Background: an optimization exercise with open tools, aiming at small area, a short achievable clock period and few clock cycles. Do not read the settings as production practice. At most, simulation tests tie the RTL to the original design; equivalence was not proved. For run 6, only the layout was checked, not whether the RTL still works. Power and IR drop assume default switching activity.

## design/flow/config.mk

```make
export PLATFORM = sky130hd
export DESIGN_NAME = process
export DESIGN_NICKNAME = process
export VERILOG_FILES = /design/flow/design.v
export SDC_FILE = /design/flow/constraint.sdc
export NUM_CORES = 4
export LEC_CHECK = 0
export CAP_MARGIN = 20
export CORE_MARGIN = 2
export CORE_UTILIZATION = 45
export PLACE_DENSITY = 0.6
export SETUP_SLACK_MARGIN = 4.1
export SLEW_MARGIN = 20
```

## design/flow/constraint.sdc

```tcl
create_clock -name core_clock -period 7.0 [get_ports {clk}]
set_input_delay 1.4000 -clock core_clock [delete_from_list [all_inputs] [get_ports {clk}]]
set_output_delay 1.4000 -clock core_clock [all_outputs]
set_load 0.01 [all_outputs]
```

## design/flow/design.v

```verilog
`timescale 1ns / 1ps
module process(
	input clk,
	input rst,
	input [23:0] in_pix,
	output reg [5:0] row, col,
	output reg out_we,
	output reg [23:0] out_pix,
	output reg mirror_done,
	output reg gray_done,
	output reg filter_done);
localparam PM = 2'd0, PG = 2'd1, PF = 2'd2;
reg [1:0]  phase, nphase;
reg [1:0]  sub, nsub;
reg [12:0] cnt, ncnt;
wire [6:0]  s = cnt[12:6];
wire [5:0]  i = cnt[5:0];
wire [12:0] cinc = cnt + 13'd1;
wire        last11 = (cnt[10:0] == 11'd2047);
wire        dirA  = cnt[6] ^ cnt[12];
wire [5:0]  a_row = cnt[11:6] ^ {6{cnt[12]}};
wire [5:0]  a_col = cnt[5:0] ^ {6{dirA}};
wire [13:0] wpx   = {1'b0, cnt} - 14'd66;
wire [5:0]  w_row = wpx[11:6];
wire [5:0]  w_col = wpx[5:0] ^ {6{~wpx[6]}};
wire        w_ok  = (wpx[13:12] == 2'b00);
reg [5:0] nrow, ncol;
reg nwe, nmd, ngd, nfd;
reg f_i0, f_s0, f_ra;
reg nf_i0, nf_s0, nf_ra;
reg f_byp, nf_byp;
always @(*) begin
	nphase = phase; nsub = sub; ncnt = cnt;
	nrow = a_row; ncol = a_col;
	nwe = 1'b0; nmd = 1'b0; ngd = 1'b0; nfd = 1'b0;
	nf_i0 = f_i0; nf_s0 = f_s0; nf_ra = f_ra; nf_byp = 1'b0;
	case (phase)
	PM: begin
		nrow = {sub == 2'd0, cnt[10:6] ^ {5{sub == 2'd0}}};
		ncol = cnt[5:0];
		nwe = (sub != 2'd2);
		nsub = (sub == 2'd2) ? 2'd0 : sub + 2'd1;
		if (sub == 2'd1) begin nmd = last11; ncnt = cinc; end
		if (sub == 2'd2 && cnt[11]) begin nphase = PG; ncnt = 13'd0; end
	end
	PG: begin
		nrow = cnt[10:5];
		ncol = {cnt[4:0], ~sub[0]};
		nwe = sub[0] ^ sub[1];
		nsub = sub + 2'd1;
		if (sub == 2'd2) begin ngd = last11; ncnt = cinc; end
		if (sub == 2'd3 && cnt[11]) begin
			nphase = PF; ncnt = 13'd0;
			nf_i0 = 1'b1; nf_s0 = 1'b1; nf_ra = 1'b1;
		end
	end
	default: begin
		case (sub)
		2'd0: begin
			nsub = 2'd1; ncnt = cinc; nf_byp = f_i0;
			nrow = w_row; ncol = w_col; nwe = w_ok;
			nfd = (cnt == 13'd4161);
		end
		2'd1: begin
			if (cnt == 13'd4162) begin
				nphase = PM; nsub = 2'd0; ncnt = 13'd0; nrow = 6'd0; ncol = 6'd0;
			end else if (i == 6'd2 && s != 7'd0 && !(cnt[12] && cnt[11:6] != 6'd0)) begin
				nsub = 2'd2; ncol = {6{dirA}};
			end else begin
				nsub = 2'd0;
				nwe = ~cnt[12] | (cnt == 13'd4096);
				nf_i0 = (i == 6'd0); nf_s0 = (cnt <= 13'd64); nf_ra = ~cnt[12];
			end
		end
		default: begin
			nsub = 2'd0;
			nwe = ~cnt[12];
			nf_i0 = 1'b0; nf_s0 = 1'b0; nf_ra = ~cnt[12];
		end
		endcase
	end
	endcase
end
always @(posedge clk) begin
	if (rst) begin
		phase <= PM; sub <= 2'd0; cnt <= 13'd0;
		f_i0 <= 1'b1; f_s0 <= 1'b1; f_ra <= 1'b1; f_byp <= 1'b0;
		row <= 6'd0; col <= 6'd0; out_we <= 1'b0;
		mirror_done <= 1'b0; gray_done <= 1'b0; filter_done <= 1'b0;
	end else begin
		phase <= nphase; sub <= nsub; cnt <= ncnt;
		f_i0 <= nf_i0; f_s0 <= nf_s0; f_ra <= nf_ra; f_byp <= nf_byp;
		row <= nrow; col <= ncol; out_we <= nwe;
		mirror_done <= nmd; gray_done <= ngd; filter_done <= nfd;
	end
end
reg [23:0] P;
reg [7:0]  G0, G1;
reg [8:0]  E;
reg signed [12:0] K, J;
reg mxr, mxg, mxb, mnr, mng, mnb;
wire [7:0] pr = P[23:16], pg = P[15:8], pb = P[7:0];
wire [7:0] pmax = ({8{mxr}} & pr) | ({8{mxg}} & pg) | ({8{mxb}} & pb);
wire [7:0] pmin = ({8{mnr}} & pr) | ({8{mng}} & pg) | ({8{mnb}} & pb);
wire [8:0] gsum = {1'b0, pmax} + {1'b0, pmin};
wire irg = in_pix[23:16] > in_pix[15:8];
wire irb = in_pix[23:16] > in_pix[7:0];
wire igb = in_pix[15:8] > in_pix[7:0];
wire signed [12:0] pT = P[22:10];
wire [9:0] pH = P[9:0];
wire first = f_i0;
wire signed [12:0] Dn = J - $signed({3'b0, out_pix[9:0]});
wire [7:0] Dcl = Dn[12] ? 8'd0 : (|Dn[11:8]) ? 8'd255 : Dn[7:0];
wire [9:0] Hs = {1'b0, E} + {2'b0, G0};
wire signed [12:0] Ts = K - $signed({5'b0, G0});
wire [9:0] Hn = first ? {1'b0, E} : Hs;
wire signed [12:0] Tn = first ? K : Ts;
wire fA = (phase == PF) && (sub == 2'd0);
wire fB = (phase == PF) && (sub == 2'd1);
always @(posedge clk) begin
	P <= f_byp ? {1'b0, Tn, Hn} : in_pix;
	mxr <= irg & irb;
	mxg <= ~(irg & irb) & igb;
	mxb <= ~(irg & irb) & ~igb;
	mnb <= irb & igb;
	mng <= ~(irb & igb) & irg;
	mnr <= ~(irb & igb) & ~irg;
	E <= {1'b0, G0} + {1'b0, G1};
	K <= fA ? K - $signed({3'b0, f_s0 ? 10'd0 : pH})
	        : $signed({2'b0, G0, 3'b000}) + $signed({5'b0, G0}) - $signed({5'b0, G1});
end
always @(posedge clk) begin
	case (phase)
	PM: out_pix <= in_pix;
	PG: out_pix <= {8'd0, gsum[8:1], 8'd0};
	default: begin
		case (sub)
		2'd0: begin
			out_pix <= {8'd0, Dcl, 8'd0};
			J <= pT;
			G1 <= first ? 8'd0 : G0;
			G0 <= f_ra ? in_pix[15:8] : 8'd0;
		end
		2'd1: out_pix <= {1'b0, Tn, Hn};
		default: ;
		endcase
	end
	endcase
end
endmodule
```

## design/flow/run.sh

```bash
#!/bin/bash
# synth_recipe.tcl (not shown) runs the flow's synth.tcl, then flattens the netlist and writes it again
# the make line also repeats each setting of config.mk as NAME=value (left out here)
make -C /OpenROAD-flow-scripts/flow DESIGN_CONFIG=/design/flow/config.mk WORK_HOME=/design/flow/orfs CLKGATE_MAP_FILE= SYNTH_SCRIPT=/design/flow/synth_recipe.tcl finish
```

==> metrics.yaml, run 1 <==
run_status:
  status: "complete, no violations"
routing:
  drcViolationCount: 0
  ant_nets: 0
  vias: 8460
  wl_per_cell_um: 19.1
  viasPerCell: 5.64
  routed_wl_um: 28700
  drt-initial-drc-count: 615
  dr.pass1.iters: 8
final_layout:
  synthToLayoutAreaGrowth_pct: 16.8
  drive_gt1_frac: 0.0943
  antenna_cells: 0
  nNetsFinal: 1349
  fin_util: 0.536
place:
  place.gp.congestion: 0.887
  port_buffers: 65
  dp_hpwl_um: 21600
sta:
  maxSlewViolCount: 0
  worst_clock_skew_ns: 0.00999
  worst_pin_slew_ns: 1.07
  fin_crit_ns: 3.05
  fin_setup_tns_ns: 0
  slew_headroom: 0.289
  setup-violations-final: 0
  fmax_mhz: 328
  hold_viol_final: 0
  fin_crit_sh: 0.435
  rsz0062_at_grt: "yes"
synthesis:
  syn-cell-area_sq_mm: 0.0100
  postSynthCellCount: 1154
  avgSynthCellArea_sq_um: 8.71
  yosys-top-cells-area: "dfxtp_1 18%, edfxtp_1 16%, ha_1 13%, a21oi_1 5.0%, nor2_1 3.9%"
  synth.net_count: 1296
  synth-warning-count: 1
  postSynth.asyncResetShare: 0
  synthFlopType: "dfxtp_1"
  synth_top_area_frac: 0.177
  synthTopCellsByCount: "104 x ha_1, 104 x nor2_1, 100 x a21oi_1, 100 x inv_1, 89 x dfxtp_1"
  synth-edff-count: 53
  ys_types: 71
  synth_area_leader_cell: "dfxtp_1"
  synth_seq_cells: 142
  ys_seq_area_frac: 0.336
hold_path:
  min_from: "P[10]"
  hold_depth: 0
  min-delay-path-class: "register to register"
  hold_end: "J[0]"
floorplanning:
  start_util: 0.459
  core_sq_mm: 0.0219
  fp.dieW_um: 153
  row_count: 54
  ioPinCount: 66
  die_area_sq_mm: 0.0235
  die_h_um: 153
global_routing:
  grt_pass1_wl_um: 45200
  gr-total-overflow: 0
  antenna_found_initial: 0
  grt_pass1_vias: 8034
  grt_use_total: 0.246
  grt_max_degree: 47
cts:
  clock-sinks: 142
  clock_latency_ns: 0.44
  cts-hold-fix-buffers: 0
  cts_tree: "built"
  cts_root_buf: "clkbuf_16"
  cts_buffer_depth: 2
  cts_made_buffers: 17
  cts.reportedPaths.clkPinSlew_ns: 0.06
  h-tree-depth: 4
setup_path:
  reg2reg_depth: 10
  critPathLaunchType: "register"
  path_class: "register to register"
  rr_endpoint: "out_pix[9]"
  required_ns: 7.29
  end_kind: "register"
  r2r_start: "out_pix[0]"
  r2r_setup_slack_ns: 3.95
  worstPathMaxFanout: 8
  crit_arrival_ns: 3.33
power:
  sequentialPowerShare: 0.435
  clockPowerShare: 0.419
  p_sw_w: 0.000579
  p_per_area_mw_per_mm2: 179
  internal_power_w: 0.00153
  ir_drop_v: 0.000173
  p_leak_nw: 4.98
  p_comb_frac: 0.146
  p_sw_frac: 0.275
job:
  cap_violations: 0
==> state kept, by name, indices dropped and copies added, names as in the netlist, 2 cells and up <==
| signal | count |
|---|---|
| P | 24 |
| out_pix | 24 |
| J | 13 |
| K | 13 |
| cnt | 13 |
| E | 9 |
| G0 | 8 |
| G1 | 8 |
| col | 6 |
| row | 6 |
| phase | 2 |
| sub | 2 |
==> final cells by class <==
cell class / instances / area, sq um
Fill cell: 2108 / 10100
Multi-Input combinational cell: 855 / 6250
Clock buffer: 19 / 443
Clock inverter: 13 / 113
Inverter: 101 / 379
Timing Repair Buffer: 90 / 827
Tap cell: 280 / 350
Sequential cell: 142 / 3380
==> power by group through the flow <==
stage / Sequential, W / Clock (W) / Combinational (W)
final: 0.000915 / 0.000882 / 0.000308
after global placement: 0.000933 / 0 / 0.000294
after floorplan: 0.000918 / 0 / 0.000203
after detailed placement: 0.000933 / 0 / 0.000293
after CTS: 0.000915 / 0.000899 / 0.000298
after global routing: 0.000918 / 0.000932 / 0.000343
==> cells in the final DEF, fill, tap and decap left out, types with 14 or more instances in the layout <==
master / netlist / final
nor2b_1: 26 / 24
mux2i_1: 19 / 18
nand2b_1: 27 / 27
xnor2_1: 44 / 44
buf_4: 0 / 25
dfxtp_1: 89 / 87
xor2_1: 26 / 25
o21a_1: 14 / 14
nor3_1: 20 / 20
nand2_1: 73 / 72
o21ai_0: 76 / 66
ha_1: 104 / 100
inv_1: 100 / 96
nand3_1: 24 / 24
a222oi_1: 16 / 16
nor2_1: 104 / 104
a21oi_1: 100 / 97
clkdlybuf4s50_1: 0 / 50
edfxtp_1: 53 / 53
clkbuf_16: 0 / 17
==> worst max-delay path, stage by stage, from the launching register on <==
cell and delay (ns):
edfxtp_1 0.44, ha_4 0.20, fa_2 0.39, nor2b_2 0.14, o31a_1 0.23, o31ai_4 0.09
a211oi_2 0.23, nor3_1 0.08, or4b_4 0.59, a31oi_1 0.30, a221o_1 0.20
==> logic make-up (layout without fill, tap and decap cells) <==
| group | count (synthesis) | after routing | share of synthesized area |
|---|---|---|---|
| AO/OA/AOI/OAI | 309 | 309 | 0.200 |
| XOR/XNOR | 70 | 70 | 0.0610 |
| adder cells (fa/ha/maj) | 116 | 116 | 0.153 |
| buffers and inverters | 157 | 223 | 0.0596 |
| flip-flops | 142 | 142 | 0.336 |
| multiplexers | 25 | 25 | 0.0256 |
| AND/OR/NAND/NOR | 335 | 335 | 0.164 |
==> layer usage <==
metal,track usage,vias to the layer above,wire length (um)
met3,0.0377,40,1370
met5,0,-,0
met2,0.389,234,12900
li1,-,4198,-
met4,0.0769,0,710
met1,0.348,3988,13700
==> per-stage QoR <==
| stage | power [W] | hold slack [ns] | worst slack (ns) | instances | instance area, sq um |
|---|---|---|---|---|---|
| detailed placement | 0.00123 | 0.471 | 3.33 | 1451 | 10900 |
| global placement | 0.00123 | 0.481 | 3.34 | 1451 | 10900 |
| CTS | 0.00211 | 0.483 | 3.93 | 1488 | 11500 |
| finish | 0.00210 | 0.489 | 3.95 | 1500 | 11700 |
| global route | 0.00219 | 0.492 | 3.86 | 1500 | 11700 |
| floorplan | 0.00112 | 0.429 | 4.03 | 1154 | 10100 |
==> what timing repair did <==
item	CTS	global route
pin swaps	11	16
buffers inserted	5	12
gates resized for setup	26	46
setup endpoints to repair	23	44
==> worst max-delay path by stage <==
| stage | startpoint | endpoint | slack (ns) | depth (start not counted) |
|---|---|---|---|---|
| after floorplan | out_pix[0] | out_pix[14] | 4.03 | 11 |
| after global placement | in_pix[1] | mxb | 3.34 | 11 |
| after detailed placement | in_pix[1] | mxb | 3.33 | 11 |
| after CTS | J[0] | out_pix[14] | 3.93 | 11 |
| after global routing | J[0] | out_pix[14] | 3.86 | 11 |
| final | out_pix[0] | out_pix[9] | 3.95 | 10 |
Testbench counts, summed over its fixed seeds: cycles 363,584.
==> run 2: changes to the inputs <==
--- a/design/flow/config.mk
+++ b/design/flow/config.mk
@@ -10,2 +10,3 @@
 export CORE_UTILIZATION = 45
+export CTS_BUF_LIST = sky130_fd_sc_hd__clkbuf_8
 export PLACE_DENSITY = 0.6
==> run 2 against run 1 <==
Still clean. Clock-buffer cell count fell by 1. Clock power fell by 27%. Cell count rose by 0.80%. Register-to-register slack barely moved. Via count barely moved. First-iteration DRC count rose by 7.3%. Critical endpoint unchanged. Highest routed layer unchanged.
==> metrics.yaml, run 2 <==
floorplanning:
  ioPinCount: 66
  die_h_um: 153
  core_sq_mm: 0.0219
  die_area_sq_mm: 0.0235
  row_count: 54
  start_util: 0.459
  fp.dieW_um: 153
synthesis:
  synth-edff-count: 53
  syn-cell-area_sq_mm: 0.0100
  synth_mux_area_frac: 0.0256
  synth-warning-count: 1
  synth-adder-area-share: 0.153
  postSynth.asyncResetShare: 0
  ys_seq_area_frac: 0.336
  synth.net_count: 1296
  synth_top_family_by_area: "compound AO/OA/AOI/OAI gates"
  synth_compound_area_frac: 0.200
  synthFlopType: "dfxtp_1"
  synth_xor_area_frac: 0.0610
  synth_top_area_frac: 0.177
  synth_area_leader_cell: "dfxtp_1"
  ys_types: 71
  synth_seq_cells: 142
  yosys-top-cells-area: "dfxtp_1 18%, edfxtp_1 16%, ha_1 13%, a21oi_1 5.0%, nor2_1 3.9%"
  synthTopCellsByCount: "104 x ha_1, 104 x nor2_1, 100 x a21oi_1, 100 x inv_1, 89 x dfxtp_1"
  postSynthCellCount: 1154
  avgSynthCellArea_sq_um: 8.71
  synthSimpleGateAreaFrac: 0.164
place:
  dp.cells: 1451
  place.gp.congestion: 0.887
  place_ws_ns: 3.33
  port_buffers: 65
  dp_hpwl_um: 21600
power:
  ir_drop_v: 0.000119
  sequentialPowerShare: 0.489
  p_sw_frac: 0.295
  p_sw_w: 0.000551
  p_leak_nw: 4.98
  p_comb_frac: 0.169
  p_per_area_mw_per_mm2: 159
  internal_power_w: 0.00132
  clockPowerShare: 0.343
final_layout:
  fin_util: 0.537
  layout_common_cells: "103 x nor2_1, 101 x ha_1, 97 x a21oi_1, 96 x inv_1, 87 x dfxtp_1"
  antenna_cells: 0
  nNetsFinal: 1361
  drive_gt1_frac: 0.108
  largest_registers: "P (24), out_pix (24)"
  fill_cells: 2110
  layout_commonest_cell: "nor2_1"
  stdcell_count: 1512
  synthToLayoutAreaGrowth_pct: 17.0
global_routing:
  antenna_found_initial: 0
  grt_pass1_vias: 8009
  gr-total-overflow: 0
  grt_max_degree: 47
  grt_pass1_wl_um: 45300
  grt_use_total: 0.246
setup_path:
  reg2reg_depth: 11
  critPathLaunchType: "register"
  end_kind: "register"
  crit_arrival_ns: 3.36
  worstPathMaxFanout: 7
  path_class: "register to register"
  required_ns: 7.32
hold_path:
  min-delay-path-class: "register to register"
  hold_depth: 0
routing:
  drt-initial-drc-count: 660
  routed_wl_um: 28800
  wl_per_cell_um: 19.0
  viasPerCell: 5.59
  dr.pass1.iters: 6
  drcViolationCount: 0
  ant_nets: 0
  vias: 8455
cts:
  cts_tree: "built"
  cts-hold-fix-buffers: 0
  cts_made_buffers: 17
  cts_root_buf: "clkbuf_8"
  h-tree-depth: 4
  clock_latency_ns: 0.47
  clock-sinks: 142
  cts_buffer_depth: 2
  cts.reportedPaths.clkPinSlew_ns: 0.09
sta:
  fmax_mhz: 328
  fin_crit_sh: 0.435
  rsz0062_at_grt: "yes"
  hold_viol_final: 0
  maxSlewViolCount: 0
  setup-violations-final: 0
  finalWorstSetupSlack_ns: 3.95
  fin_setup_tns_ns: 0
  worst_pin_slew_ns: 1.07
  fin_crit_ns: 3.05
  slew_headroom: 0.289
  worst_clock_skew_ns: 0.0151
job:
  cap_violations: 0
run_status:
  status: "complete, no violations"
[run 2: timing repair]
item,CTS,global route
hold endpoints to repair,0,0
pin swaps,15,23
setup buffers,6,23
gates resized for setup,32,53
setup endpoints to repair,24,45
[run 2: power groups by stage]
stage	combinational, W	clock, W	sequential [W]
after floorplan	0.000203	0	0.000918
after global placement	0.000294	0	0.000933
after detailed placement	0.000293	0	0.000933
after CTS	0.000299	0.000655	0.000914
after global routing	0.000350	0.000691	0.000917
final	0.000315	0.000641	0.000914
[run 2: cells by family (layout without fill, tap and decap cells)]
logic type | Yosys count | count (layout)
AO/OA/AOI/OAI | 309 | 309
XOR/XNOR | 70 | 70
adder cells (fa/ha/maj) | 116 | 116
buffers and inverters | 157 | 235
flip-flops | 142 | 142
multiplexers | 25 | 25
AND/OR/NAND/NOR | 335 | 335
[run 2: worst max-delay path: stages (launching register included)]
cell and delay, ns:
edfxtp_1 0.45, ha_4 0.20, fa_2 0.39, nor2b_2 0.14, o31a_1 0.22, o31ai_4 0.09
a211oi_2 0.26, nor3_1 0.07, or4b_4 0.56, buf_4 0.18, a31oi_4 0.16, a221o_1 0.17
[run 2: through the flow]
stage               hold WS (ns)  power [W]  instance area [sq um]
finish                     0.483    0.00187                  11800
global placement           0.481    0.00123                  10900
detailed placement         0.471    0.00123                  10900
floorplan                  0.429    0.00112                  10100
global route               0.489    0.00196                  11800
CTS                        0.482    0.00187                  11400
[run 2: layout make-up]
| class | instances | area, sq um | area share |
|---|---|---|---|
| inverters | 101 | 379 | 0.0323 |
| repair buffers | 102 | 936 | 0.0796 |
| flip-flops and latches | 142 | 3380 | 0.287 |
| clock inverters | 14 | 116 | 0.00990 |
| well taps | 280 | 350 | 0.0298 |
| multi-input cells | 855 | 6350 | 0.540 |
| clock buffers | 18 | 248 | 0.0211 |
[run 2: worst paths after layout]
path                            startpoint         end  slack, ns
worst min-delay path                 P[10]        J[0]       0.48
worst max register to register  out_pix[0]  out_pix[9]       3.95
worst max-delay path            out_pix[0]  out_pix[9]       3.95
worst min register to register       P[10]        J[0]       0.48
[run 2: metal layers]
layer	up-vias	GRT usage	routed length [um]
met5	-	0	0
met4	0	0.0655	590
met3	31	0.0397	1360
met2	216	0.391	13100
met1	3990	0.349	13700
li1	4218	-	-
==> run 3: changes to the inputs <==
==> design/flow/flow/run.sh (new file) <==
#!/bin/bash
# The standard layout (the standard.sh, standard synthesis unchanged),
# except that the port buffers are sky130_fd_sc_hd__buf_1 cells.
# make's full output goes to make.log in the work folder; ORFS keeps each
# step's own log under orfs/logs.
set -euo pipefail
bash standard.sh "BUFFER_PORTS_ARGS=-buffer_cell sky130_fd_sc_hd__buf_1" finish > make.log 2>&1
==> design/flow/standard.sh (new file) <==
#!/bin/bash
# synth_recipe.tcl (not shown) runs the flow's synth.tcl, then flattens the netlist and writes it again
# the make line also repeats each setting of config.mk as NAME=value (left out here)
make -C /OpenROAD-flow-scripts/flow DESIGN_CONFIG=/design/flow/config.mk WORK_HOME=/design/flow/orfs CLKGATE_MAP_FILE= SYNTH_SCRIPT=/design/flow/synth_recipe.tcl "${@:-finish}"
--- a/design/flow/config.mk
+++ b/design/flow/config.mk
@@ -10,3 +10,2 @@
 export CORE_UTILIZATION = 45
-export CTS_BUF_LIST = sky130_fd_sc_hd__clkbuf_8
 export PLACE_DENSITY = 0.6
removed: design/flow/run.sh
==> run 3 against run 2 <==
Die area is the same. Still clean on timing, DRC and antenna. Global-route usage fell by 0.075 points. Sequential share of layout area increased by 0.97 points. Non-clock buffer count shrank 18. Clock-buffer cell count unchanged. Largest cell class unchanged. Largest power group is now the clock network. Synthesized cell count is the same. Register-to-register slack improved by 0.03 ns. Critical path type unchanged. Cell count is 1.2% lower.
==> metrics.yaml, run 3 <==
run_status:
  status: "complete, no violations"
routing:
  routed_wl_um: 28700
  drcViolationCount: 0
  wl_per_cell_um: 19.2
  dr.pass1.iters: 5
  drt-initial-drc-count: 767
  ant_nets: 0
  vias: 8511
  viasPerCell: 5.70
place:
  dp_hpwl_um: 21600
  port_buffers: 65
  place_ws_ns: 3.70
  place.gp.congestion: 0.918
hold_path:
  min_from: "P[10]"
  min-delay-path-class: "register to register"
  hold_depth: 0
  hold_end: "J[0]"
sta:
  slew_headroom: 0.424
  hold_viol_final: 0
  worst_pin_slew_ns: 0.863
  maxSlewViolCount: 0
  setup-violations-final: 0
  fmax_mhz: 332
  worst_clock_skew_ns: 0.0104
  whs_ns: 0.479
  rsz0062_at_grt: "yes"
  finalWorstSetupSlack_ns: 3.98
  fin_crit_sh: 0.431
  fin_setup_tns_ns: 0
  fin_crit_ns: 3.02
setup_path:
  reg2reg_depth: 11
  rr_endpoint: "out_pix[14]"
  critPathLaunchType: "register"
  required_ns: 7.17
  r2r_start: "J[0]"
  r2r_setup_slack_ns: 3.98
  end_kind: "register"
  crit_arrival_ns: 3.19
  worstPathMaxFanout: 4
  path_class: "register to register"
synthesis:
  postSynth.asyncResetShare: 0
  synthTopCellsByCount: "104 x ha_1, 104 x nor2_1, 100 x a21oi_1, 100 x inv_1, 89 x dfxtp_1"
  avgSynthCellArea_sq_um: 8.71
  ys_types: 71
  synth_area_leader_cell: "dfxtp_1"
  yosys-top-cells-area: "dfxtp_1 18%, edfxtp_1 16%, ha_1 13%, a21oi_1 5.0%, nor2_1 3.9%"
  synth-warning-count: 1
  synthFlopType: "dfxtp_1"
  ys_seq_area_frac: 0.336
  synth.net_count: 1296
  synth_seq_cells: 142
  synth_top_area_frac: 0.177
  postSynthCellCount: 1154
  synth-edff-count: 53
  syn-cell-area_sq_mm: 0.0100
global_routing:
  grt_pass1_vias: 8127
  antenna_found_initial: 0
  grt_pass1_wl_um: 45300
  grt_use_total: 0.245
  grt_max_degree: 47
  gr-total-overflow: 0
final_layout:
  layout_commonest_cell: "nor2_1"
  drive_gt1_frac: 0.0857
  largest_registers: "P (24), out_pix (24)"
  antenna_cells: 0
  synthToLayoutAreaGrowth_pct: 13.0
  nNetsFinal: 1343
  layout_common_cells: "104 x nor2_1, 102 x ha_1, 96 x inv_1, 96 x a21oi_1, 89 x dfxtp_1"
  fill_cells: 2081
floorplanning:
  row_count: 54
  die_h_um: 153
  start_util: 0.459
  core_sq_mm: 0.0219
  die_area_sq_mm: 0.0235
  ioPinCount: 66
  fp.dieW_um: 153
power:
  ir_drop_v: 0.000160
  p_per_area_mw_per_mm2: 194
  p_leak_nw: 4.77
cts:
  h-tree-depth: 4
  cts_tree: "built"
  cts_buffer_depth: 2
  clock-sinks: 142
  clock_latency_ns: 0.43
  cts_made_buffers: 17
  cts_root_buf: "clkbuf_16"
  cts.reportedPaths.clkPinSlew_ns: 0.07
  cts-hold-fix-buffers: 0
job:
  cap_violations: 0
[run 3: cell types whose count changed in the layout (fill, tap and decap cells not counted), sizes merged]
cell | previous run | this run
clkinv | 6 | 7
dlymetal6s2s | 6 | 0
clkinvlp | 2 | 3
inv | 106 | 101
buf | 37 | 83
dlygate4sd2 | 8 | 0
bufinv | 1 | 4
clkdlybuf4s50 | 50 | 0
[run 3: worst max path at each step]
stage	startpoint	end
floorplan	out_pix[0]	out_pix[14]
global placement	in_pix[1]	mnr
detailed placement	in_pix[1]	mxg
CTS	J[0]	out_pix[14]
global route	J[0]	out_pix[14]
finish	J[0]	out_pix[14]
[run 3: power breakdown]
group / switching (W) / leakage, nW / internal, W
registers: 0.0000328 / 1.26 / 0.000882
clock network: 0.000387 / 0.305 / 0.000617
logic: 0.000164 / 3.21 / 0.000119
[run 3: cell type report]
| type | count | area (sq um) | share of cell area |
|---|---|---|---|
| sequential | 142 | 3370 | 0.297 |
| tap | 280 | 350 | 0.0308 |
| multi-input combinational | 855 | 6230 | 0.549 |
| timing repair buffer | 84 | 388 | 0.0341 |
| inverter | 101 | 379 | 0.0334 |
| clock buffer | 18 | 450 | 0.0397 |
| clock inverter | 14 | 188 | 0.0165 |
[run 3: stage by stage]
stage / std cells / instance area, sq um / total power (W) / util
floorplan: 1154 / 10100 / 0.00112 / -
global placement: 1452 / 10500 / 0.00120 / 0.479
detailed placement: 1452 / 10500 / 0.00120 / 0.479
CTS: 1488 / 11200 / 0.00220 / 0.512
global route: 1494 / 11400 / 0.00228 / 0.519
finish: 1494 / 11400 / 0.00220 / 0.519
[run 3: timing repair]
item                       4_1_cts  5_1_grt
gates resized for setup         12       34
setup endpoints to repair       15       40
pin swaps                        3        6
buffers inserted                 4        6
[run 3: layer usage]
| metal | routed length (um) | GRT usage |
|---|---|---|
| met5 | 0 | 0 |
| met2 | 13100 | 0.395 |
| met4 | 660 | 0.0804 |
| met3 | 1270 | 0.0301 |
| met1 | 13700 | 0.344 |
[run 3: critical path: stages (launching register included)]
cell and delay [ns]:
edfxtp_1 0.36, inv_1 0.07, ha_2 0.18, fa_2 0.22, nor2b_2 0.05, o31a_1 0.30
o31ai_4 0.25, a21oi_1 0.11, or2_1 0.27, a221oi_4 0.30, a31oi_1 0.13, or4_1 0.53
[run 3: cells by family (layout without fill, tap and decap cells)]
group                    after synthesis  count (layout)  synth area share
AND/OR/NAND/NOR                      335             335             0.164
AO/OA/AOI/OAI                        309             309             0.200
buffers and inverters                157             217            0.0596
flip-flops                           142             142             0.336
adder cells (fa/ha/maj)              116             116             0.153
XOR/XNOR                              70              70            0.0610
multiplexers                          25              25            0.0256
==> run 4: changes to the inputs <==
==> design/flow/flow/run.sh (replaced) <==
#!/bin/bash
# The standard layout (the standard.sh, standard synthesis unchanged),
# except that the port buffers are sky130_fd_sc_hd__buf_2 cells.
# make's full output goes to make.log in the work folder; ORFS keeps each
# step's own log under orfs/logs.
set -euo pipefail
bash standard.sh "BUFFER_PORTS_ARGS=-buffer_cell sky130_fd_sc_hd__buf_2" finish > make.log 2>&1
--- a/design/flow/config.mk
+++ b/design/flow/config.mk
@@ -11,3 +11,3 @@
 export PLACE_DENSITY = 0.6
-export SETUP_SLACK_MARGIN = 4.1
+export SETUP_SLACK_MARGIN = 4.3
 export SLEW_MARGIN = 20
==> run 4 against run 3 <==
Still clean. Synthesized cell count unchanged. Via count increased by 1.5%. Non-clock buffer count increased by 11. Fmax increased by 1.2%. Wire length increased by 2.1%. Sequential power about the same. Critical path depth increased by 2. Setup slack improved by 0.036 ns. Core utilization increased by 2.1 points. Cell count increased by 0.74%. Clock skew increased by 0.0023 ns. Die area unchanged. Critical endpoint is now out_pix[9].
==> metrics.yaml, run 4 <==
final_layout:
  largest_registers: "P (24), out_pix (24)"
  synthToLayoutAreaGrowth_pct: 17.6
  register_area_sq_mm: 0.00338
  stdcell_count: 1505
  layout_commonest_cell: "nor2_1"
  nNetsFinal: 1354
  fill_cells: 2094
  drive_gt1_frac: 0.180
  layout_common_cells: "102 x nor2_1, 95 x ha_1, 94 x inv_1, 91 x a21oi_1, 85 x dfxtp_1"
  final_area_sq_mm: 0.0118
  multiInputGateArea_sq_mm: 0.00649
  antenna_cells: 0
floorplanning:
  start_util: 0.459
  row_count: 54
  ioPinCount: 66
  die_h_um: 153
  die_area_sq_mm: 0.0235
  fp.dieW_um: 153
  core_sq_mm: 0.0219
hold_path:
  hold_end: "J[5]"
  hold_depth: 0
  min_from: "P[15]"
  min-delay-path-class: "register to register"
setup_path:
  r2r_start: "J[0]"
  rr_endpoint: "out_pix[9]"
  end_kind: "register"
  reg2reg_depth: 13
  critPathLaunchType: "register"
  slowest_stage: "edfxtp_1"
  worstPathMaxFanout: 6
  r2r_setup_slack_ns: 4.02
  critical_path.cell_chain: "inv_1 > ha_2 > fa_2 > nor2b_2 > o31a_1 > o31ai_4 > a21oi_1 > or2_1 > a221oi_4 > buf_4 > buf_6 > a31oi_2 > a221o_1"
  required_ns: 7.17
  path_class: "register to register"
  slowest_delay_ns: 0.35
  crit_arrival_ns: 3.15
job:
  cap_violations: 0
sta:
  whs_ns: 0.496
  fin_crit_sh: 0.426
  rsz0062_at_grt: "yes"
  worst_pin_slew_ns: 0.859
  fin_setup_tns_ns: 0
  hold_viol_final: 0
  worst_clock_skew_ns: 0.0127
  slew_headroom: 0.425
  fin_crit_ns: 2.98
  maxSlewViolCount: 0
  setup-violations-final: 0
  fmax_mhz: 336
routing:
  ant_nets: 0
  wl_per_cell_um: 19.5
  viasPerCell: 5.74
  drcViolationCount: 0
  vias: 8639
  routed_wl_um: 29300
  drt-initial-drc-count: 759
  dr.pass1.iters: 6
power:
  p_sw_w: 0.000580
  p_per_area_mw_per_mm2: 184
  clockPowerShare: 0.434
  p_leak_nw: 5.07
  p_sw_frac: 0.267
  sequentialPowerShare: 0.422
  ir_drop_v: 0.000172
  internal_power_w: 0.00159
  p_comb_frac: 0.144
cts:
  cts_root_buf: "clkbuf_16"
  cts_tree: "built"
  clock_latency_ns: 0.43
  cts.reportedPaths.clkPinSlew_ns: 0.06
  cts_made_buffers: 17
  cts_buffer_depth: 2
  clock-sinks: 142
  cts-hold-fix-buffers: 0
  h-tree-depth: 4
global_routing:
  grt_pass1_wl_um: 45300
  grt_max_degree: 47
  grt_use_total: 0.246
  antenna_found_initial: 0
  gr-total-overflow: 0
  grt_pass1_vias: 8096
synthesis:
  avgSynthCellArea_sq_um: 8.71
  synth_area_leader_cell: "dfxtp_1"
  synthFlopType: "dfxtp_1"
  synth_seq_cells: 142
  postSynth.asyncResetShare: 0
  syn-cell-area_sq_mm: 0.0100
  synth-edff-count: 53
  ys_types: 71
  synth-warning-count: 1
  yosys-top-cells-area: "dfxtp_1 18%, edfxtp_1 16%, ha_1 13%, a21oi_1 5.0%, nor2_1 3.9%"
  ys_seq_area_frac: 0.336
  postSynthCellCount: 1154
  synthTopCellsByCount: "104 x ha_1, 104 x nor2_1, 100 x a21oi_1, 100 x inv_1, 89 x dfxtp_1"
  synth_top_area_frac: 0.177
  synth.net_count: 1296
place:
  dpl_cell_area_sq_mm: 0.0106
  place.gp.congestion: 0.921
  port_buffers: 65
  dp_hpwl_um: 21600
  dp.cells: 1450
run_status:
  status: "complete, no violations"
run 4: cell types whose count changed in the layout (fill, tap and decap cells not counted), moves of 4 or more:
cell / before / now
a21oi_1: 96 / 91
a21oi_2: 4 / 9
buf_1: 64 / 0
buf_2: 0 / 62
buf_4: 19 / 27
buf_6: 0 / 5
clkbuf_8: 0 / 4
dfxtp_1: 89 / 85
ha_1: 102 / 95
ha_4: 1 / 6
o21ai_0: 67 / 59
o21ai_2: 5 / 10
run 4: worst max-delay path by stage:
stage | from | end | slack [ns] | cells past startpoint
6_report | J[0] | out_pix[9] | 4.02 | 13
3_5_place_dp | out_pix[1] | out_pix[14] | 3.87 | 10
3_3_place_gp | in_pix[1] | mng | 3.94 | 11
2_1_floorplan | out_pix[2] | out_pix[14] | 4.05 | 10
4_1_cts | J[0] | out_pix[14] | 4.01 | 11
5_1_grt | J[0] | out_pix[10] | 3.92 | 13
run 4: layout make-up:
type                    instances  area share
multi-input cells             855       0.550
flip-flops and latches        142       0.286
repair buffers                 95      0.0499
clock buffers                  25      0.0455
inverters                     101      0.0334
well taps                     280      0.0297
clock inverters                 7     0.00583
run 4: logic make-up (layout without fill, tap and decap cells):
| kind of cell | after synthesis | after routing | share of synthesized area |
|---|---|---|---|
| compound gates | 309 | 309 | 0.200 |
| xor+xnor | 70 | 70 | 0.0610 |
| fa+ha+maj | 116 | 116 | 0.153 |
| buf+inv | 157 | 228 | 0.0596 |
| flops | 142 | 142 | 0.336 |
| mux | 25 | 25 | 0.0256 |
| simple gates | 335 | 335 | 0.164 |
run 4: worst max-delay path: cells and delay by family, from the launching register on:
family                   cells  cell delay, ns
AO/OA/AOI/OAI                6            1.32
AND/OR/NAND/NOR              2            0.31
flip-flops                   1            0.35
adder cells (fa/ha/maj)      2            0.40
buffers and inverters        3            0.34
run 4: what timing repair did:
action,4_1_cts,5_1_grt
gates resized for setup,39,73
buffers inserted,9,14
setup endpoints to repair,40,54
pin swaps,13,36
run 4: layer usage:
| layer | track usage | vias up | share of wire |
|---|---|---|---|
| li1 | - | 4224 | - |
| met1 | 0.345 | 4137 | 0.47 |
| met2 | 0.398 | 251 | 0.47 |
| met3 | 0.0405 | 27 | 0.048 |
| met4 | 0.0564 | 0 | 0.015 |
| met5 | 0 | - | 0 |
run 4: power groups by stage:
stage               Combinational (W)  Clock, W  Sequential [W]
finish                       0.000312  0.000942        0.000915
global route                 0.000344  0.000985        0.000917
CTS                          0.000293  0.000950        0.000914
detailed placement           0.000280         0        0.000932
global placement             0.000280         0        0.000931
floorplan                    0.000207         0        0.000918
run 4: stage by stage:
step                total power (W)  setup WS [ns]  utilization
global placement            0.00121           3.94        0.485
detailed placement          0.00121           3.87        0.486
global route                0.00225           3.92        0.540
finish                      0.00217           4.02        0.540
CTS                         0.00216           4.01        0.522
floorplan                   0.00112           4.05            -
==> run 5: changes to the inputs <==
--- a/design/flow/config.mk
+++ b/design/flow/config.mk
@@ -11,3 +11,3 @@
 export PLACE_DENSITY = 0.6
-export SETUP_SLACK_MARGIN = 4.3
+export SETUP_SLACK_MARGIN = 4.1
 export SLEW_MARGIN = 20
==> run 5 against run 4 <==
Clock skew is 0.0019 ns lower. Global-route usage shrank 0.31 points. Wire length fell by 2.6%. Sequential share of layout area up 1.2 points. Cell count is 1.0% lower. Highest routed layer unchanged.
==> metrics.yaml, run 5 <==
setup_path:
  crit_arrival_ns: 3.15
  crit_start: "J[0]"
  end_kind: "register"
  path_class: "register to register"
  critPathLaunchType: "register"
  slowest_stage: "or4_1"
  r2r_start: "J[0]"
  worstPathMaxFanout: 3
  required_ns: 7.16
  slowest_delay_ns: 0.50
  critical_path.cell_chain: "inv_1 > ha_2 > fa_2 > nor2b_1 > o31a_1 > o31ai_4 > a21oi_1 > or2_1 > a221oi_4 > a31oi_1 > or4_1"
routing:
  viasPerCell: 5.76
  dr.pass1.iters: 6
  routed_wl_um: 28500
  ant_nets: 0
  drt-initial-drc-count: 718
  wl_per_cell_um: 19.2
  vias: 8579
  drcViolationCount: 0
hold_path:
  min_from: "P[10]"
  min-delay-path-class: "register to register"
synthesis:
  synthFlopType: "dfxtp_1"
  avgSynthCellArea_sq_um: 8.71
  ys_types: 71
  synth_seq_cells: 142
  postSynthCellCount: 1154
  synth_area_leader_cell: "dfxtp_1"
  synthTopCellsByCount: "104 x ha_1, 104 x nor2_1, 100 x a21oi_1, 100 x inv_1, 89 x dfxtp_1"
  ys_seq_area_frac: 0.336
  synth.net_count: 1296
  synth-edff-count: 53
  yosys-top-cells-area: "dfxtp_1 18%, edfxtp_1 16%, ha_1 13%, a21oi_1 5.0%, nor2_1 3.9%"
  synth_top_area_frac: 0.177
  postSynth.asyncResetShare: 0
  synth-warning-count: 1
  syn-cell-area_sq_mm: 0.0100
cts:
  cts_made_buffers: 17
  cts.reportedPaths.clkPinSlew_ns: 0.06
  clock-sinks: 142
  clock_latency_ns: 0.43
  cts_buffer_depth: 2
  cts_tree: "built"
  cts-hold-fix-buffers: 0
  cts_root_buf: "clkbuf_16"
  h-tree-depth: 4
global_routing:
  busiest_layer: "met2"
  met3_usage: 0.0422
  gr-total-overflow: 0
  grt_use_total: 0.243
  grt_pass1_vias: 8146
  grt_pass1_wl_um: 44800
  use_met1: 0.335
  grt_max_degree: 47
  antenna_found_initial: 0
  grtUsageMet2: 0.387
place:
  place.gp.congestion: 0.920
  dpl_cell_area_sq_mm: 0.0106
  port_buffers: 65
  dp_hpwl_um: 21500
floorplanning:
  die_h_um: 153
  start_util: 0.459
  core_sq_mm: 0.0219
  row_count: 54
  die_area_sq_mm: 0.0235
  fp.dieW_um: 153
  ioPinCount: 66
sta:
  fmax_mhz: 334
  fin_crit_ns: 2.99
  setup-violations-final: 0
  rsz0062_at_grt: "yes"
  maxSlewViolCount: 0
  worst_clock_skew_ns: 0.0108
  worst_pin_slew_ns: 0.835
  slew_headroom: 0.442
  whs_ns: 0.467
  fin_setup_tns_ns: 0
  fin_crit_sh: 0.428
  hold_viol_final: 0
final_layout:
  register_area_sq_mm: 0.00337
  largest_registers: "P (24), out_pix (24)"
  nNetsFinal: 1339
  fin_util: 0.517
  final_area_sq_mm: 0.0113
  fill_cells: 2111
  drive_gt1_frac: 0.122
  synthToLayoutAreaGrowth_pct: 12.5
  layout_commonest_cell: "nor2_1"
  antenna_cells: 0
  multiInputGateArea_sq_mm: 0.00615
  layout_common_cells: "104 x nor2_1, 102 x ha_1, 99 x a21oi_1, 98 x inv_1, 88 x dfxtp_1"
power:
  p_leak_nw: 4.91
  power_w: 0.00216
  p_per_area_mw_per_mm2: 191
  ir_drop_v: 0.000153
job:
  cap_violations: 0
run_status:
  status: "complete, no violations"
==> run 5: per-stage QoR <==
step                      cells  setup WS (ns)
final                      1490           4.01
after CTS                  1485           3.96
after global placement     1450           3.84
after floorplan            1154           4.03
after global routing       1490           3.86
after detailed placement   1450           3.82
==> run 5: what timing repair did <==
action,in CTS,in global routing
resized for setup,5,22
setup endpoints to repair,11,36
setup buffers,3,5
hold endpoints to repair,0,0
pin swaps,5,13
==> run 5: logic make-up after synthesis <==
| kind of cell | Yosys count | synth area share |
|---|---|---|
| AOI/OAI and AO/OA | 309 | 0.200 |
| xor gates and xnor gates | 70 | 0.0610 |
| adders and majority gates | 116 | 0.153 |
| buffers and inverters | 157 | 0.0596 |
| DFF | 142 | 0.336 |
| muxes | 25 | 0.0256 |
| and+or+nand+nor | 335 | 0.164 |
==> run 5: power by group <==
group	total [W]	internal [W]	switching [W]	leakage, nW
Combinational	0.000288	0.000124	0.000163	3.35
Sequential	0.000915	0.000882	0.0000329	1.25
Clock	0.000955	0.000587	0.000367	0.305
Total	0.00216	0.00159	0.000564	4.91
==> run 5: path summary, 6_finish.rpt <==
path	slack, ns	end	depth (start not counted)
worst max-delay path	4.01	out_pix[14]	11
worst min-delay path	0.47	J[0]	0
worst max register to register	4.01	out_pix[14]	11
worst min register to register	0.47	J[0]	0
==> run 5: cell type report <==
class,instances,area share
well taps,280,0.0310
repair buffers,80,0.0387
multi-input cells,855,0.544
flip-flops and latches,142,0.298
clock buffers,24,0.0455
inverters,101,0.0335
clock inverters,8,0.00885
==> run 5: layer usage <==
layer | vias up | wire length (um)
met5 | - | 0
met4 | 0 | 752
met3 | 46 | 1700
met2 | 269 | 12900
met1 | 4078 | 13200
li1 | 4186 | -
==> run 5: worst max-delay path, delay by kind of cell, from the launching register on <==
kind	cells	cell delay [ns]
AOI/OAI and AO/OA	5	1.07
adders and majority gates	2	0.40
buffers and inverters	1	0.07
DFF	1	0.36
and+or+nand+nor	3	0.83
==> run 6: changes to the inputs <==
--- a/design/flow/design.v
+++ b/design/flow/design.v
@@ -117,4 +117,2 @@
 wire signed [12:0] Tn = first ? K : Ts;
-wire fA = (phase == PF) && (sub == 2'd0);
-wire fB = (phase == PF) && (sub == 2'd1);
 always @(posedge clk) begin
@@ -128,4 +126,4 @@
 	E <= {1'b0, G0} + {1'b0, G1};
-	K <= fA ? K - $signed({3'b0, f_s0 ? 10'd0 : pH})
-	        : $signed({2'b0, G0, 3'b000}) + $signed({5'b0, G0}) - $signed({5'b0, G1});
+	K <= $signed({2'b0, G0, 3'b000}) + $signed({5'b0, G0}) - $signed({5'b0, G1})
+	     - $signed({3'b0, f_s0 ? 10'd0 : pH});
 end
==> run 6 against run 5 <==
First-iteration DRC count is 15% lower. Critical path depth is 1 higher. Synthesized area is 3.8% lower. Synthesized cell count is 7.3% lower. Clock-buffer cell count is 6 lower. Critical endpoint is now K[11]. Final area is 1.3% lower. Total power is 1.1% higher. Die area is 3.7% lower. Cell count is 4.6% lower. Clock skew is 0.0021 ns lower.
==> metrics.yaml, run 6 <==
synthesis:
  synth_area_leader_cell: "dfxtp_1"
  ys_seq_area_frac: 0.349
  postSynth.asyncResetShare: 0
  postSynthCellCount: 1070
  synth.net_count: 1211
  synthFlopType: "dfxtp_1"
  ys_types: 67
  synth-edff-count: 53
  avgSynthCellArea_sq_um: 9.03
  synth-warning-count: 1
  synth_seq_cells: 142
  synth_most_common_cell: "inv_1"
  syn-cell-area_sq_mm: 0.00967
  synth_top_area_frac: 0.184
  synthTopCellsByCount: "103 x inv_1, 95 x ha_1, 90 x nor2_1"
  yosys-top-cells-area: "dfxtp_1 18%, edfxtp_1 16%, ha_1 12%, fa_1 4.1%, inv_1 4.0%"
floorplanning:
  start_util: 0.460
  die_area_sq_mm: 0.0227
  core_sq_mm: 0.0210
  row_count: 53
  fp.dieW_um: 151
  ioPinCount: 66
  die_h_um: 151
final_layout:
  nNetsFinal: 1274
  largest_registers: "P (24), out_pix (24)"
  synthToLayoutAreaGrowth_pct: 15.5
  layout_common_cells: "100 x inv_1, 92 x ha_1, 90 x nor2_1, 81 x dfxtp_1, 71 x nand2_1"
  layout_commonest_cell: "inv_1"
  drive_gt1_frac: 0.160
  antenna_cells: 0
setup_path:
  slowest_stage: "fa_1"
  required_ns: 7.31
  critical_path.cell_chain: "inv_2 > fa_1 > inv_1 > fa_1 > ha_1 > a21o_1 > a21oi_2 > o21bai_1 > a2111o_1 > a31oi_1 > o21bai_1 > xnor2_1"
  worstPathMaxFanout: 2
  crit_start: "G0[0]"
  crit_arrival_ns: 3.39
  slowest_delay_ns: 0.55
  critPathLaunchType: "register"
  path_class: "register to register"
  r2r_start: "G0[0]"
  end_kind: "register"
routing:
  wl_per_cell_um: 19.0
  dr.pass1.iters: 7
  drt-initial-drc-count: 607
  viasPerCell: 5.65
  vias: 8027
  drcViolationCount: 0
  ant_nets: 0
  routed_wl_um: 26900
global_routing:
  grt_max_degree: 45
  grt_pass1_wl_um: 42000
  grt_use_total: 0.244
  gr-total-overflow: 0
  grt_pass1_vias: 7636
  antenna_found_initial: 0
sta:
  rsz0062_at_grt: "yes"
  fin_crit_sh: 0.440
  worst_clock_skew_ns: 0.00869
  fmax_mhz: 324
  maxSlewViolCount: 0
  fin_setup_tns_ns: 0
  slew_headroom: 0.366
  setup-violations-final: 0
  worst_pin_slew_ns: 0.949
  fin_crit_ns: 3.08
  hold_viol_final: 0
job:
  cap_violations: 0
place:
  dp_hpwl_um: 20200
  port_buffers: 65
  place.gp.congestion: 0.873
power:
  p_per_area_mw_per_mm2: 195
  p_leak_nw: 4.90
  ir_drop_v: 0.000160
  power_w: 0.00218
cts:
  cts_buffer_depth: 2
  cts-hold-fix-buffers: 0
  clock-sinks: 142
  cts.reportedPaths.clkPinSlew_ns: 0.06
  clock_latency_ns: 0.42
  cts_tree: "built"
  h-tree-depth: 4
  cts_made_buffers: 17
  cts_root_buf: "clkbuf_16"
run_status:
  status: "complete, no violations"
hold_path:
  min_from: "P[13]"
  min-delay-path-class: "register to register"
[run 6: cell count changes after synthesis, moves of 8 or more]
cell / delta
nand2b_1: -10
clkbuf_1: -8
a21oi_1: -36
ha_1: -9
nand4_1: +9
fa_1: +8
o21ai_0: -15
nand3_1: -12
nor2_1: -14
[run 6: logic make-up (layout without fill, tap and decap cells)]
group / count (synthesis) / count (layout) / share of synthesized area
adder cells (fa/ha/maj): 115 / 115 / 0.164
flip-flops: 142 / 142 / 0.349
AO/OA/AOI/OAI: 264 / 264 / 0.182
buffers and inverters: 149 / 225 / 0.0597
XOR/XNOR: 65 / 65 / 0.0589
AND/OR/NAND/NOR: 311 / 311 / 0.160
multiplexers: 24 / 24 / 0.0252
[run 6: per-layer routing]
layer | global-route usage | vias to the layer above | share of wire
li1 | - | 3936 | -
met1 | 0.342 | 3818 | 0.46
met2 | 0.387 | 232 | 0.45
met3 | 0.0424 | 41 | 0.063
met4 | 0.0679 | 0 | 0.025
met5 | 0 | - | 0
[run 6: area by class of cell]
cell class,instances,area [sq um]
repair buffers,90,524
inverters,103,387
flip-flops and latches,142,3390
multi-input cells,779,5910
clock inverters,14,183
clock buffers,18,429
well taps,275,344
fillers,1926,9860
[run 6: per-stage QoR]
| stage | utilization | hold WS, ns | cell area, sq um | std cells | setup WS [ns] |
|---|---|---|---|---|---|
| global route | 0.531 | 0.484 | 11200 | 1421 | 3.78 |
| CTS | 0.521 | 0.463 | 11000 | 1412 | 3.92 |
| floorplan | - | 0.429 | 9690 | 1070 | 4.01 |
| global placement | 0.486 | 0.451 | 10200 | 1370 | 3.81 |
| finish | 0.531 | 0.464 | 11200 | 1421 | 3.92 |
| detailed placement | 0.486 | 0.449 | 10200 | 1370 | 3.77 |
[run 6: power by group]
part,internal [W],switching [W]
Sequential,0.000883,0.0000380
Combinational,0.000138,0.000181
Clock,0.000568,0.000373
Total,0.00159,0.000592
[run 6: worst max-delay path: cells and delay by family (launching register included)]
kind            cells  cell delay [ns]
compound gates      6             1.05
xor+xnor            1             0.12
fa+ha+maj           3             1.30
buf+inv             2             0.12
flops               1             0.38
[run 6: what timing repair did]
item / 4_1_cts / 5_1_grt
gates resized for setup: 22 / 34
buffers inserted: 10 / 9
pin swaps: 5 / 20
hold endpoints to repair: 0 / 0
setup endpoints to repair: 34 / 37
[run 6: path summary, 6_finish.rpt]
kind / depth (start not counted) / end / slack [ns]
hold / removal: 0 / J[3] / 0.46
setup / recovery: 12 / K[11] / 3.92
setup reg to reg: 12 / K[11] / 3.92
hold reg to reg: 0 / J[3] / 0.46
==> run 7: changes to the inputs <==
--- a/design/flow/design.v
+++ b/design/flow/design.v
@@ -99,3 +99,4 @@
 reg [8:0]  E;
-reg signed [12:0] K, J;
+reg signed [12:0] K;
+reg [9:0]  J;
 reg mxr, mxg, mxb, mnr, mng, mnb;
@@ -111,4 +112,5 @@
 wire first = f_i0;
-wire signed [12:0] Dn = J - $signed({3'b0, out_pix[9:0]});
-wire [7:0] Dcl = Dn[12] ? 8'd0 : (|Dn[11:8]) ? 8'd255 : Dn[7:0];
+wire [9:0] Jn = pT[12] ? 10'd0 : (|pT[11:10]) ? 10'h3ff : pT[9:0];
+wire [10:0] Dn = {1'b0, J} - {1'b0, out_pix[9:0]};
+wire [7:0] Dcl = Dn[10] ? 8'd0 : (|Dn[9:8]) ? 8'd255 : Dn[7:0];
 wire [9:0] Hs = {1'b0, E} + {2'b0, G0};
@@ -117,2 +119,3 @@
 wire signed [12:0] Tn = first ? K : Ts;
+wire fA = (phase == PF) && (sub == 2'd0);
 always @(posedge clk) begin
@@ -126,4 +129,4 @@
 	E <= {1'b0, G0} + {1'b0, G1};
-	K <= $signed({2'b0, G0, 3'b000}) + $signed({5'b0, G0}) - $signed({5'b0, G1})
-	     - $signed({3'b0, f_s0 ? 10'd0 : pH});
+	K <= fA ? K - $signed({3'b0, f_s0 ? 10'd0 : pH})
+	        : $signed({2'b0, G0, 3'b000}) + $signed({5'b0, G0}) - $signed({5'b0, G1});
 end
@@ -137,3 +140,3 @@
 			out_pix <= {8'd0, Dcl, 8'd0};
-			J <= pT;
+			J <= Jn;
 			G1 <= first ? 8'd0 : G0;
==> run 7 against run 6 <==
Synthesized cell count grew 9.4%. Clock power decreased by 8.3%. Clock skew decreased by 0.0011 ns. First-iteration DRC count increased by 49%. Via count is 11% higher. Setup slack better by 0.15 ns. Critical path depth decreased by 2. Final area rose by 1.9%. Register-to-register slack better by 0.15 ns. Hold slack improved by 0.12 ns. Global-route usage increased by 0.94 points.
==> metrics.yaml, run 7 <==
run_status:
  status: "complete, no violations"
setup_path:
  path_class: "register to register"
  slowest_stage: "a31oi_1"
  slowest_delay_ns: 0.46
  critPathLaunchType: "register"
  end_kind: "register"
  critical_path.cell_chain: "buf_4 > ha_1 > inv_1 > fa_1 > nor2b_1 > o21ai_0 > a21boi_1 > o311ai_1 > a31oi_1 > o22ai_1"
  crit_arrival_ns: 3.04
  required_ns: 7.11
  worstPathMaxFanout: 4
floorplanning:
  die_h_um: 155
  die_area_sq_mm: 0.0239
  core_sq_mm: 0.0224
  row_count: 55
  fp.dieW_um: 155
  start_util: 0.455
  ioPinCount: 66
final_layout:
  layout_common_cells: "125 x nor2_1, 103 x ha_1, 90 x inv_1, 86 x dfxtp_1, 83 x a21oi_1"
  layout_commonest_cell: "nor2_1"
  largest_registers: "P (24), out_pix (24)"
  antenna_cells: 0
  drive_gt1_frac: 0.136
  synthToLayoutAreaGrowth_pct: 11.5
  nNetsFinal: 1364
global_routing:
  grt_pass1_vias: 8257
  grt_pass1_wl_um: 46700
  grt_max_degree: 39
  gr-total-overflow: 0
  grt_use_total: 0.253
  antenna_found_initial: 0
sta:
  maxSlewViolCount: 0
  hold_viol_final: 0
  finalWorstSetupSlack_ns: 4.07
  worst_pin_slew_ns: 0.855
  worst_clock_skew_ns: 0.00761
  rsz0062_at_grt: "yes"
  slew_headroom: 0.426
  fin_setup_tns_ns: 0
  fin_crit_ns: 2.93
  fmax_mhz: 341
  setup-violations-final: 0
  fin_crit_sh: 0.419
routing:
  dr.pass1.iters: 5
  drcViolationCount: 0
  wl_per_cell_um: 19.9
  viasPerCell: 5.84
  drt-initial-drc-count: 902
  vias: 8881
  routed_wl_um: 30300
  ant_nets: 0
synthesis:
  synth_area_leader_cell: "dfxtp_1"
  synth_most_common_cell: "nor2_1"
  ys_seq_area_frac: 0.322
  synth-warning-count: 1
  synth-edff-count: 50
  avgSynthCellArea_sq_um: 8.71
  synthFlopType: "dfxtp_1"
  synth_top_area_frac: 0.175
  postSynthCellCount: 1171
  synth_seq_cells: 139
  yosys-top-cells-area: "dfxtp_1 17%, edfxtp_1 15%, ha_1 13%, nor2_1 4.6%, xnor2_1 4.2%"
  ys_types: 77
  synth.net_count: 1313
  postSynth.asyncResetShare: 0
  syn-cell-area_sq_mm: 0.0102
  synthTopCellsByCount: "126 x nor2_1, 104 x ha_1, 98 x inv_1"
place:
  place.gp.congestion: 0.913
  dp_hpwl_um: 22700
  place_ws_ns: 3.48
  port_buffers: 65
power:
  p_leak_nw: 4.90
  ir_drop_v: 0.000147
  p_per_area_mw_per_mm2: 182
  power_w: 0.00207
cts:
  h-tree-depth: 4
  cts_made_buffers: 17
  clock-sinks: 139
  clock_latency_ns: 0.43
  cts_buffer_depth: 2
  cts_root_buf: "clkbuf_16"
  cts_tree: "built"
  cts.reportedPaths.clkPinSlew_ns: 0.06
  cts-hold-fix-buffers: 0
hold_path:
  min-delay-path-class: "register to register"
job:
  cap_violations: 0
==> run 7: changes by cell type in the layout (fill, tap and decap cells not counted), sizes merged, moves of 7 or more <==
cell    delta
nor2      +34
a21oi     +20
ha         +9
nand3      +9
o21a       +9
o22ai      +9
fa         -8
mux2i      -8
xnor2      +8
a221oi     -7
clkinv     +7
inv        -7
nand2b     +7
==> run 7: where the power goes <==
| part | internal (W) | total [W] | switching (W) | leakage (nW) |
|---|---|---|---|---|
| Clock | 0.000488 | 0.000863 | 0.000375 | 0.272 |
| Sequential | 0.000863 | 0.000898 | 0.0000353 | 1.22 |
| Combinational | 0.000134 | 0.000312 | 0.000178 | 3.41 |
| Total | 0.00148 | 0.00207 | 0.000588 | 4.90 |
==> run 7: area by class of cell <==
class	instances	area, sq um
clock buffer	17	425
clock inverter	15	124
fill	2179	11100
inverter	101	383
multi-input combinational	876	6310
sequential	139	3290
tap	285	357
timing repair buffer	86	483
timing repair inverter	1	7.51
==> run 7: repair_timing <==
item | 4_1_cts | 5_1_grt
setup buffers | 6 | 6
endpoints found under the setup margin | 18 | 37
cloned | 1 | 0
resized for setup | 10 | 28
pin swaps | 1 | 4
==> run 7: critical path: cells and delay by family (launching register included) <==
family          cells  cell delay (ns)
fa+ha+maj           2             0.54
flops               1             0.44
buf+inv             2             0.20
compound gates      5             1.28
simple gates        1             0.17
==> run 7: cell families (layout without fill, tap and decap cells) <==
family	Yosys count	after routing	synth area share
buffers and inverters	156	220	0.0683
AO/OA/AOI/OAI	326	326	0.213
flip-flops	139	139	0.322
AND/OR/NAND/NOR	344	344	0.163
adder cells (fa/ha/maj)	116	116	0.151
XOR/XNOR	72	72	0.0625
multiplexers	18	18	0.0208
==> run 7: worst paths after layout <==
check	slack, ns	start	to	cells past startpoint
max	4.07	G0[0]	out_pix[6]	10
min	0.58	G1[0]	E[0]	2
max reg2reg	4.07	G0[0]	out_pix[6]	10
min reg2reg	0.58	G1[0]	E[0]	2
==> run 7: through the flow <==
stage,cells,area (sq um),hold WS [ns],util
after floorplan,1171,10200,0.499,-
after global placement,1475,10600,0.566,0.474
after detailed placement,1475,10600,0.568,0.474
after CTS,1514,11300,0.579,0.502
after global routing,1520,11400,0.632,0.507
final,1520,11400,0.581,0.507
==> run 7: layer usage <==
metal | wire, um | GRT usage | vias up
met5 | 0 | 0 | -
met4 | 872 | 0.0930 | 0
met3 | 1900 | 0.0395 | 46
met2 | 13700 | 0.405 | 314
met1 | 13800 | 0.347 | 4223
li1 | - | - | 4298
Testbench counts of run 7, summed over its fixed seeds: cycles 363,584.
==> run 8: changes to the inputs <==
--- a/design/flow/config.mk
+++ b/design/flow/config.mk
@@ -11,3 +11,3 @@
 export PLACE_DENSITY = 0.6
-export SETUP_SLACK_MARGIN = 4.1
+export SETUP_SLACK_MARGIN = 4.3
 export SLEW_MARGIN = 20
==> run 8 against run 7 <==
Largest cell class unchanged. Critical path type unchanged. Final area is 5.0% higher. Still clean on timing, DRC and antenna. Clock-buffer cell count stayed put. Wire length is 2.0% higher. Sequential cell count stayed put.
==> metrics.yaml, run 8 <==
final_layout:
  layout_common_cells: "124 x nor2_1, 93 x ha_1, 86 x inv_1, 78 x a21oi_1, 77 x dfxtp_1"
  fill_cells: 2029
  nNetsFinal: 1384
  largest_registers: "P (24), out_pix (24)"
  antenna_cells: 0
  layout_commonest_cell: "nor2_1"
  drive_gt1_frac: 0.199
  synthToLayoutAreaGrowth_pct: 17.1
  fin_util: 0.532
cts:
  clock-sinks: 139
  cts_tree: "built"
  cts.reportedPaths.clkPinSlew_ns: 0.07
  h-tree-depth: 4
  cts_buffer_depth: 2
  cts_root_buf: "clkbuf_16"
  cts_made_buffers: 17
  clock_latency_ns: 0.43
floorplanning:
  row_count: 55
  start_util: 0.455
  die_h_um: 155
  core_sq_mm: 0.0224
  ioPinCount: 66
  fp.dieW_um: 155
  die_area_sq_mm: 0.0239
job:
  cap_violations: 0
routing:
  routed_wl_um: 30900
  wl_per_cell_um: 20.0
  drcViolationCount: 0
  drt-initial-drc-count: 846
  dr.pass1.iters: 5
  viasPerCell: 5.85
  vias: 9012
  ant_nets: 0
sta:
  worst_clock_skew_ns: 0.0129
  whs_ns: 0.546
  fmax_mhz: 366
  maxSlewViolCount: 0
  hold_viol_final: 0
  fin_setup_tns_ns: 0
  worst_pin_slew_ns: 0.888
  rsz0062_at_grt: "yes"
  fin_crit_ns: 2.73
  finalWorstSetupSlack_ns: 4.27
  setup-violations-final: 0
  slew_headroom: 0.404
  fin_crit_sh: 0.390
power:
  p_leak_nw: 5.05
  p_per_area_mw_per_mm2: 179
  ir_drop_v: 0.000148
run_status:
  status: "complete, no violations"
setup_path:
  path_class: "register to register"
  required_ns: 7.30
  end_kind: "register"
  rr_endpoint: "K[11]"
  reg2reg_depth: 13
  critPathLaunchType: "register"
  worstPathMaxFanout: 5
  r2r_start: "G0[1]"
  r2r_setup_slack_ns: 4.27
  crit_arrival_ns: 3.03
synthesis:
  postSynthCellCount: 1171
  synthTopCellsByCount: "126 x nor2_1, 104 x ha_1, 98 x inv_1"
  ys_seq_area_frac: 0.322
  synth_seq_cells: 139
  yosys-top-cells-area: "dfxtp_1 17%, edfxtp_1 15%, ha_1 13%, nor2_1 4.6%, xnor2_1 4.2%"
  synth-warning-count: 1
  synth-edff-count: 50
  synthFlopType: "dfxtp_1"
  syn-cell-area_sq_mm: 0.0102
  synth_most_common_cell: "nor2_1"
  synth.net_count: 1313
  synth_top_area_frac: 0.175
  synth_area_leader_cell: "dfxtp_1"
  postSynth.asyncResetShare: 0
  avgSynthCellArea_sq_um: 8.71
  ys_types: 77
hold_path:
  hold_end: "phase[0]"
  min-delay-path-class: "register to register"
  hold_depth: 2
  min_from: "phase[0]"
place:
  dp_hpwl_um: 22500
  place.gp.congestion: 0.894
  port_buffers: 65
  place_ws_ns: 3.45
global_routing:
  antenna_found_initial: 0
  grt_pass1_vias: 8298
  grt_pass1_wl_um: 47200
  gr-total-overflow: 0
  grt_max_degree: 46
  grt_use_total: 0.256
run 8: cell counts after synthesis:
Identical to the previous run, type by type.
run 8: power by group:
| part | internal [W] | total [W] | switching [W] |
|---|---|---|---|
| Clock | 0.000503 | 0.000914 | 0.000411 |
| Combinational | 0.000142 | 0.000325 | 0.000183 |
| Sequential | 0.000864 | 0.000899 | 0.0000352 |
run 8: final cells by class:
class                           instances  area, sq um  area share
Clock buffer                           17          425      0.0356
Clock inverter                         15          155      0.0130
Inverter                              101          389      0.0326
Multi-Input combinational cell        876         6650       0.556
Sequential cell                       139         3300       0.276
Tap cell                              285          357      0.0299
Timing Repair Buffer                  106          664      0.0556
Timing Repair inverter                  1         7.51    0.000628
run 8: through the flow:
stage	total power, W	instances	instance area [sq um]
after floorplan	0.00113	1171	10200
after global placement	0.00121	1475	10600
after detailed placement	0.00121	1475	10600
after CTS	0.00212	1528	11500
after global routing	0.00222	1540	11900
final	0.00214	1540	11900
run 8: repair_timing:
item	4_1_cts	5_1_grt
cloned	1	0
hold buffers	0	0
resized for setup	44	84
setup buffers	20	12
pin swaps	12	38
setup endpoints to repair	52	55
run 8: logic make-up (layout without fill, tap and decap cells):
kind of cell    Yosys count  count (layout)  share of synthesized area
xor+xnor                 72              72                     0.0625
mux                      18              18                     0.0208
fa+ha+maj               116             116                      0.151
compound gates          326             326                      0.213
simple gates            344             344                      0.163
buf+inv                 156             240                     0.0683
flops                   139             139                      0.322
run 8: worst max-delay path, stage by stage, from the launching register on:
cell,delay (ns)
edfxtp_1,0.38
buf_6,0.12
clkinvlp_4,0.11
buf_12,0.15
fa_1,0.53
inv_2,0.05
ha_4,0.18
a211oi_4,0.20
o21ai_2,0.10
a21o_1,0.18
a21o_1,0.18
a31oi_2,0.19
xnor2_1,0.13
mux2i_1,0.08
run 8: per-layer routing:
metal | GRT usage | wire (um)
met5 | 0 | 0
met1 | 0.362 | 14400
met4 | 0.0891 | 811
met3 | 0.0300 | 1730
met2 | 0.405 | 13900
run 8: worst max-delay path by stage:
stage                          from    endpoint  slack [ns]  depth (start not counted)
after floorplan           in_pix[1]         mng        4.31                          9
after global placement       sub[0]      cnt[5]        3.57                          8
after detailed placement     sub[0]      cnt[5]        3.45                          8
after CTS                     G0[1]  out_pix[8]        4.23                         12
after global routing          G0[1]       K[11]        4.15                         13
final                         G0[1]       K[11]        4.27                         13

[static timing again, ports no longer ideal]
In the flow no input, the clock included, has a driving cell. The finished layouts below were timed again as built, in two steps. Step 1 (the two cells are an assumption about what drives the block):
set clk [get_ports {clk}]
set_driving_cell -lib_cell sky130_fd_sc_hd__clkbuf_16 $clk
set_driving_cell -lib_cell sky130_fd_sc_hd__buf_2 [delete_from_list [all_inputs] $clk]
Step 2 also shifts input and output timing later by t, the mid clock arrival at the registers, as if the neighbouring blocks saw the same clock. Three values: ideal ports, drivers, drivers and shift; two values: the first two.
| run | t (ns) | setup WS [ns] | worst hold slack (ns) | clock arrival spread, ns |
|---|---|---|---|---|
| run 1 | 0.476 | 3.955 / 3.955 / 3.739 | 0.489 / 0.489 / 0.489 | 0.010 / 0.010 |
| run 2 | 0.500 | 3.952 / 3.952 / 3.722 | 0.483 / 0.483 / 0.483 | 0.015 / 0.015 |
| run 3 | 0.476 | 3.984 / 3.984 / 3.798 | 0.479 / 0.479 / 0.479 | 0.011 / 0.010 |
| run 4 | 0.467 | 4.020 / 4.020 / 3.892 | 0.496 / 0.496 / 0.496 | 0.014 / 0.015 |
| run 5 | 0.473 | 4.007 / 4.007 / 3.801 | 0.467 / 0.467 / 0.467 | 0.011 / 0.011 |
| run 6 | 0.461 | 3.917 / 3.917 / 3.917 | 0.464 / 0.464 / 0.464 | 0.008 / 0.009 |
| run 7 | 0.469 | 4.068 / 4.068 / 3.894 | 0.581 / 0.581 / 0.581 | 0.010 / 0.010 |
| run 8 | 0.478 | 4.267 / 4.267 / 3.937 | 0.546 / 0.546 / 0.546 | 0.013 / 0.014 |
After both steps setup and hold are still met in every run listed. The setup slack of run 8, which loses most, moves by 0.000 ns with the drivers and by -0.330 ns with both steps.
